This is an optimization exercise on Yosys and OpenROAD, whose aim is small area, not a production implementation.
Function was checked by simulation only, so behaviour that the tests miss may differ from the original.
No activity file was given, so power comes from the tool's default toggle rates.

==> inputs of job 3765 <==
## snake_vga
module snake_vga(
	input clk,
	input rst_n,
	input [4:0] BOTTOM,
	input [1:0] SW,
	output [3:0] vga_red,
	output [3:0] vga_green,
	output [3:0] vga_blue,
	output vga_hsync,
	output vga_vsync,
	output [5:0] head_x,
	output [5:0] head_y,
	output [5:0] egg_x,
	output [5:0] egg_y,
	output [6:0] score,
	output [1:0] game_state
);
==> module key_filter, before the edit <==
module key_filter(
	input  clk,
	input  rst_n,
	input  [2:0] phase,      
	input  [4:0] BOTTOM,
	output [4:0] keys
);
reg [4:0] bottom_scan;
reg [4:0] bottom_scan_d0;
reg [4:0] bottom;
always @(posedge clk or negedge rst_n) begin
	if (~rst_n)
		bottom_scan <= 5'b0;
	else if (phase == 3'd7)
		bottom_scan <= BOTTOM;
end
always @(posedge clk) begin
	bottom_scan_d0 <= bottom_scan;
	bottom <= (~bottom_scan_d0) & bottom_scan;
end
assign keys = bottom;
endmodule
==> module snake_vga, before the edit <==
module snake_vga(
	input clk,
	input rst_n,
	input [4:0] BOTTOM,
	input [1:0] SW,
	output [3:0] vga_red,
	output [3:0] vga_green,
	output [3:0] vga_blue,
	output vga_hsync,
	output vga_vsync,
	output [5:0] head_x,
	output [5:0] head_y,
	output [5:0] egg_x,
	output [5:0] egg_y,
	output [6:0] score,
	output [1:0] game_state
);
wire [9:0] hc, vc;
wire blank;
wire [4:0] keys;
wire [3:0] tens, ones;
wire die, hit, add, body_here, score_char;
vga_driver u_vga_driver(
	.clk		(clk),
	.rst_n		(rst_n),
	.hc			(hc),
	.vc			(vc),
	.blank		(blank),
	.vga_hsync	(vga_hsync),
	.vga_vsync	(vga_vsync)
);
key_filter u_key_filter(
	.clk		(clk),
	.rst_n		(rst_n),
	.phase		(hc[2:0]),
	.BOTTOM		(BOTTOM),
	.keys		(keys)
);
game_control u_game_control(
	.clk		(clk),
	.rst_n		(rst_n),
	.hit		(hit),
	.key		(keys[0]),
	.die		(die),
	.status		(game_state)
);
snake_control u_snake_control(
	.clk		(clk),
	.rst_n		(rst_n),
	.keys		(keys),
	.SW			(SW),
	.add		(add),
	.status		(game_state),
	.hc			(hc),
	.vc			(vc),
	.headx		(head_x),
	.heady		(head_y),
	.score		(score),
	.tens		(tens),
	.ones		(ones),
	.body_here	(body_here),
	.hit		(hit)
);
egg_fresh u_egg_fresh(
	.clk		(clk),
	.rst_n		(rst_n),
	.snake_x	(head_x),
	.snake_y	(head_y),
	.egg_x		(egg_x),
	.egg_y		(egg_y),
	.add		(add)
);
score_display u_score_display(
	.clk		(clk),
	.tens		(tens),
	.ones		(ones),
	.hc			(hc),
	.vc			(vc),
	.blank		(blank),
	.score_char	(score_char)
);
vga_display u_vga_display(
	.blank		(blank),
	.hc			(hc),
	.vc			(vc),
	.status		(game_state),
	.die		(die),
	.headx		(head_x),
	.heady		(head_y),
	.egg_x		(egg_x),
	.egg_y		(egg_y),
	.body_here	(body_here),
	.score_char	(score_char),
	.vga_red	(vga_red),
	.vga_green	(vga_green),
	.vga_blue	(vga_blue)
);
endmodule
clock: 40.0 ns
lec_check: 0
abc_area: 1
cap_margin: 15
core_margin: 2
core_utilization: 65
cts_buf_list: sky130_fd_sc_hd__clkbuf_4
cts_cluster_diameter: 50
cts_cluster_size: 6
gpl_timing_driven: 0
slew_margin: 15
standard.sh (not shown) runs the stock make flow with config.mk's settings and CLKGATE_MAP_FILE= SYNTH_SCRIPT=/design/flow/synth_recipe.tcl, a recipe that flattens the netlist after the stock synthesis.
==> flow/flow/run.sh <==
#!/bin/bash
# Layout flow: the standard layout (standard.sh) with these changes.
#  - Synthesis runs flow/area_synth.tcl, the standard flow's synthesis script with ABC's
#    technology mapping done by the area-oriented script flow/area.abc
#    (logic restructuring, a 90-second &deepsyn search, then area mapping).
#  - ADDER_MAP_FILE is empty, so adders are left to ABC as plain logic
#    rather than mapped to half/full-adder cells.
#  - Port buffers use the smallest buffer, sky130_fd_sc_hd__buf_1.
#  - Clock tree synthesis builds the tree from sky130_fd_sc_hd__clkbuf_4,
#    clusters up to 6 sinks (within 50 um) under each leaf buffer and
#    inserts no dummy loads.
# The registers, their names and cells are those of the standard synthesis;
# floorplan, power grid, placement, clock tree and routing are standard.sh's.
# Each tool's log is under orfs/logs; make's own output is area_standard.log.
set -euo pipefail
W=$(pwd)
export AREA_ABC_SCRIPT="$W/flow/area.abc"
export ADDER_MAP_FILE=
export BUFFER_PORTS_ARGS="-buffer_cell sky130_fd_sc_hd__buf_1"
export CTS_ARGS="-sink_clustering_enable -repair_clock_nets -dont_use_dummy_load -buf_list sky130_fd_sc_hd__clkbuf_4 -sink_clustering_size 6 -sink_clustering_max_diameter 50"
grep -q "SYNTH_SCRIPT=" standard.sh
sed -E "s#SYNTH_SCRIPT=[^ ]+#SYNTH_SCRIPT=$W/flow/area_synth.tcl#" standard.sh > area_standard.sh
grep -q "SYNTH_SCRIPT=$W/flow/area_synth.tcl" area_standard.sh
bash area_standard.sh > area_standard.log 2>&1
test -s out/final.def
==> flow/flow/area.abc <==
strash
balance -l
resub -K 6 -l
rewrite -l
resub -K 6 -N 2 -l
refactor -l
resub -K 8 -l
balance -l
resub -K 8 -N 2 -l
rewrite -l
resub -K 10 -l
rewrite -z -l
resub -K 10 -N 2 -l
balance -l
resub -K 12 -l
refactor -z -l
resub -K 12 -N 2 -l
rewrite -z -l
balance -l
&get -n
&deepsyn -T 90
&put
dch
amap
mfs2
strash
dch
amap
mfs2
strash
dch
amap
topo
dnsize -c
Other scripts of this flow, unchanged in this note and not shown: flow/flow/area_synth.tcl
==> job 817 (differences from job 3765) <==
--- a/flow/design.v
+++ b/flow/design.v
@@ -77,3 +77,2 @@
 	input  rst_n,
-	input  [2:0] phase,      
 	input  [4:0] BOTTOM,
@@ -81,2 +80,3 @@
 );
+reg [2:0] b_cnt;
 reg [4:0] bottom_scan;
@@ -85,6 +85,11 @@
 always @(posedge clk or negedge rst_n) begin
-	if (~rst_n)
+	if (~rst_n) begin
+		b_cnt <= 3'd0;
 		bottom_scan <= 5'b0;
-	else if (phase == 3'd7)
-		bottom_scan <= BOTTOM;
+	end
+	else begin
+		b_cnt <= b_cnt + 3'd1;
+		if (b_cnt == 3'd7)
+			bottom_scan <= BOTTOM;
+	end
 end
@@ -641,3 +646,2 @@
 	.rst_n		(rst_n),
-	.phase		(hc[2:0]),
 	.BOTTOM		(BOTTOM),
==> flow/flow/run.sh (replaced) <==
#!/bin/bash
# Layout flow: the standard layout (standard.sh) with three changes.
#  - Synthesis runs flow/area_synth.tcl, the standard flow's synthesis script with ABC's
#    technology mapping done by the area-oriented script flow/area.abc.
#  - ADDER_MAP_FILE is empty, so adders are left to ABC as plain logic
#    rather than mapped to half/full-adder cells.
#  - Port buffers use the smallest buffer, sky130_fd_sc_hd__buf_1.
# The registers, their names and cells are those of the standard synthesis;
# floorplan, power grid, placement, clock tree and routing are standard.sh's.
# Each tool's log is under orfs/logs; make's own output is area_standard.log.
set -euo pipefail
W=$(pwd)
export AREA_ABC_SCRIPT="$W/flow/area.abc"
export ADDER_MAP_FILE=
export BUFFER_PORTS_ARGS="-buffer_cell sky130_fd_sc_hd__buf_1"
grep -q "SYNTH_SCRIPT=" standard.sh
sed -E "s#SYNTH_SCRIPT=[^ ]+#SYNTH_SCRIPT=$W/flow/area_synth.tcl#" standard.sh > area_standard.sh
grep -q "SYNTH_SCRIPT=$W/flow/area_synth.tcl" area_standard.sh
bash area_standard.sh > area_standard.log 2>&1
test -s out/final.def
--- a/flow/flow/area.abc
+++ b/flow/flow/area.abc
@@ -19,5 +19,2 @@
 balance -l
-&get -n
-&deepsyn -T 90
-&put
 dch
--- a/flow/config.mk
+++ b/flow/config.mk
@@ -8,9 +8,7 @@
 export ABC_AREA = 1
-export CAP_MARGIN = 15
+export CAP_MARGIN = 0
 export CORE_MARGIN = 2
-export CORE_UTILIZATION = 65
+export CORE_UTILIZATION = 55
 export CTS_BUF_LIST = sky130_fd_sc_hd__clkbuf_4
-export CTS_CLUSTER_DIAMETER = 50
-export CTS_CLUSTER_SIZE = 6
 export GPL_TIMING_DRIVEN = 0
-export SLEW_MARGIN = 15
+export SLEW_MARGIN = 0
==> job 7862 (differences from job 3765) <==
--- a/flow/design.v
+++ b/flow/design.v
@@ -77,3 +77,2 @@
 	input  rst_n,
-	input  [2:0] phase,      
 	input  [4:0] BOTTOM,
@@ -81,2 +80,3 @@
 );
+reg [2:0] b_cnt;
 reg [4:0] bottom_scan;
@@ -85,6 +85,11 @@
 always @(posedge clk or negedge rst_n) begin
-	if (~rst_n)
+	if (~rst_n) begin
+		b_cnt <= 3'd0;
 		bottom_scan <= 5'b0;
-	else if (phase == 3'd7)
-		bottom_scan <= BOTTOM;
+	end
+	else begin
+		b_cnt <= b_cnt + 3'd1;
+		if (b_cnt == 3'd7)
+			bottom_scan <= BOTTOM;
+	end
 end
@@ -641,3 +646,2 @@
 	.rst_n		(rst_n),
-	.phase		(hc[2:0]),
 	.BOTTOM		(BOTTOM),
--- a/flow/flow/run.sh
+++ b/flow/flow/run.sh
@@ -3,4 +3,3 @@
 #  - Synthesis runs flow/area_synth.tcl, the standard flow's synthesis script with ABC's
-#    technology mapping done by the area-oriented script flow/area.abc
-#    (logic restructuring, a 90-second &deepsyn search, then area mapping).
+#    technology mapping done by the area-oriented script flow/area.abc.
 #  - ADDER_MAP_FILE is empty, so adders are left to ABC as plain logic
@@ -8,5 +7,4 @@
 #  - Port buffers use the smallest buffer, sky130_fd_sc_hd__buf_1.
-#  - Clock tree synthesis builds the tree from sky130_fd_sc_hd__clkbuf_4,
-#    clusters up to 6 sinks (within 50 um) under each leaf buffer and
-#    inserts no dummy loads.
+#  - Clock tree synthesis builds the tree from sky130_fd_sc_hd__clkbuf_4
+#    and inserts no dummy loads.
 # The registers, their names and cells are those of the standard synthesis;
@@ -19,3 +17,3 @@
 export BUFFER_PORTS_ARGS="-buffer_cell sky130_fd_sc_hd__buf_1"
-export CTS_ARGS="-sink_clustering_enable -repair_clock_nets -dont_use_dummy_load -buf_list sky130_fd_sc_hd__clkbuf_4 -sink_clustering_size 6 -sink_clustering_max_diameter 50"
+export CTS_ARGS="-sink_clustering_enable -repair_clock_nets -dont_use_dummy_load -buf_list sky130_fd_sc_hd__clkbuf_4"
 grep -q "SYNTH_SCRIPT=" standard.sh
--- a/flow/flow/area.abc
+++ b/flow/flow/area.abc
@@ -19,5 +19,2 @@
 balance -l
-&get -n
-&deepsyn -T 90
-&put
 dch
--- a/flow/config.mk
+++ b/flow/config.mk
@@ -12,4 +12,2 @@
 export CTS_BUF_LIST = sky130_fd_sc_hd__clkbuf_4
-export CTS_CLUSTER_DIAMETER = 50
-export CTS_CLUSTER_SIZE = 6
 export GPL_TIMING_DRIVEN = 0
==> run notes <==
Job 3765 completed with no timing, DRC or antenna violations. Job 7862 completed with no timing, DRC or antenna violations. Job 817 reached the layout checks and failed them: max-capacitance violations, max-slew violations.
Non-clock buffer count: job 3765 > job 7862 > job 817.
The highest combinational power belongs to job 7862, the lowest to job 3765.
The highest global-route usage belongs to job 3765, the lowest to job 817.
Between job 7862 and job 3765, the lower wire length is in job 3765 (gap about 3.3%, measured against job 3765).
Register-to-register slack: job 3765 > job 7862 > job 817.
==> figures <==
Status: job 7862 complete, no violations; job 3765 complete, no violations; job 817 failed layout checks
Layout check failures: job 7862 -; job 3765 -; job 817 max-capacitance violations, max-slew violations
R2r setup slk: job 7862 25.51 ns; job 3765 26.05 ns; job 817 25.43 ns
Start point of the critical path: job 7862 u_snake_control.g[2]; job 3765 u_game_control.status[1]; job 817 u_snake_control.g[0]
Data required time of the critical path: job 7862 40.80 ns; job 3765 40.64 ns; job 817 40.87 ns
Critical path's slowest cell: job 7862 sky130_fd_sc_hd__edfxtp_1; job 3765 sky130_fd_sc_hd__o21ai_2; job 817 sky130_fd_sc_hd__a21oi_1
Met2 wire length: job 7862 44.79 mm; job 3765 41.33 mm; job 817 42.97 mm
Placed instance area: job 7862 27750 µm²; job 3765 26550 µm²; job 817 27820 µm²
Sum of routed wire segments on met1: job 7862 36.35 mm; job 3765 36.06 mm; job 817 40.82 mm
Final net count: job 7862 3528; job 3765 3378; job 817 3528
Startpoint of the tightest hold check path: job 7862 u_key_filter.bottom_scan[4]; job 3765 u_key_filter.bottom_scan[2]; job 817 u_key_filter.bottom_scan[3]
Clock transition at path regs: job 7862 0.07 ns; job 3765 0.08 ns; job 817 0.07 ns

==> re-timing with driven ports <==
No port has a modelled driver above. Below, the same layouts with a new extraction and two added sets of constraints. Step 1 assumes that a clkbuf_16 drives the clock port and a buf_2 every other input. Step 2 also shifts input and output timing later by t, the mid clock arrival at the registers, as if the neighbouring blocks saw the same clock. a / b / c = ideal / step 1 / step 2; a / b = the first two.
run	t (ns)	setup slack, ns	worst hold slack (ns)	clock arrival spread, ns
job 3765	0.834	26.050 / 26.050 / 26.050	0.371 / 0.371 / 0.371	0.137 / 0.137
job 817	0.965	25.428 / 25.428 / 25.428	0.375 / 0.375 / 0.375	0.101 / 0.100
job 7862	0.888	25.510 / 25.510 / 25.367	0.276 / 0.276 / 0.276	0.147 / 0.147
The setup slack of job 7862, which loses most, moves by 0.000 ns with the drivers and by -0.143 ns with both steps.
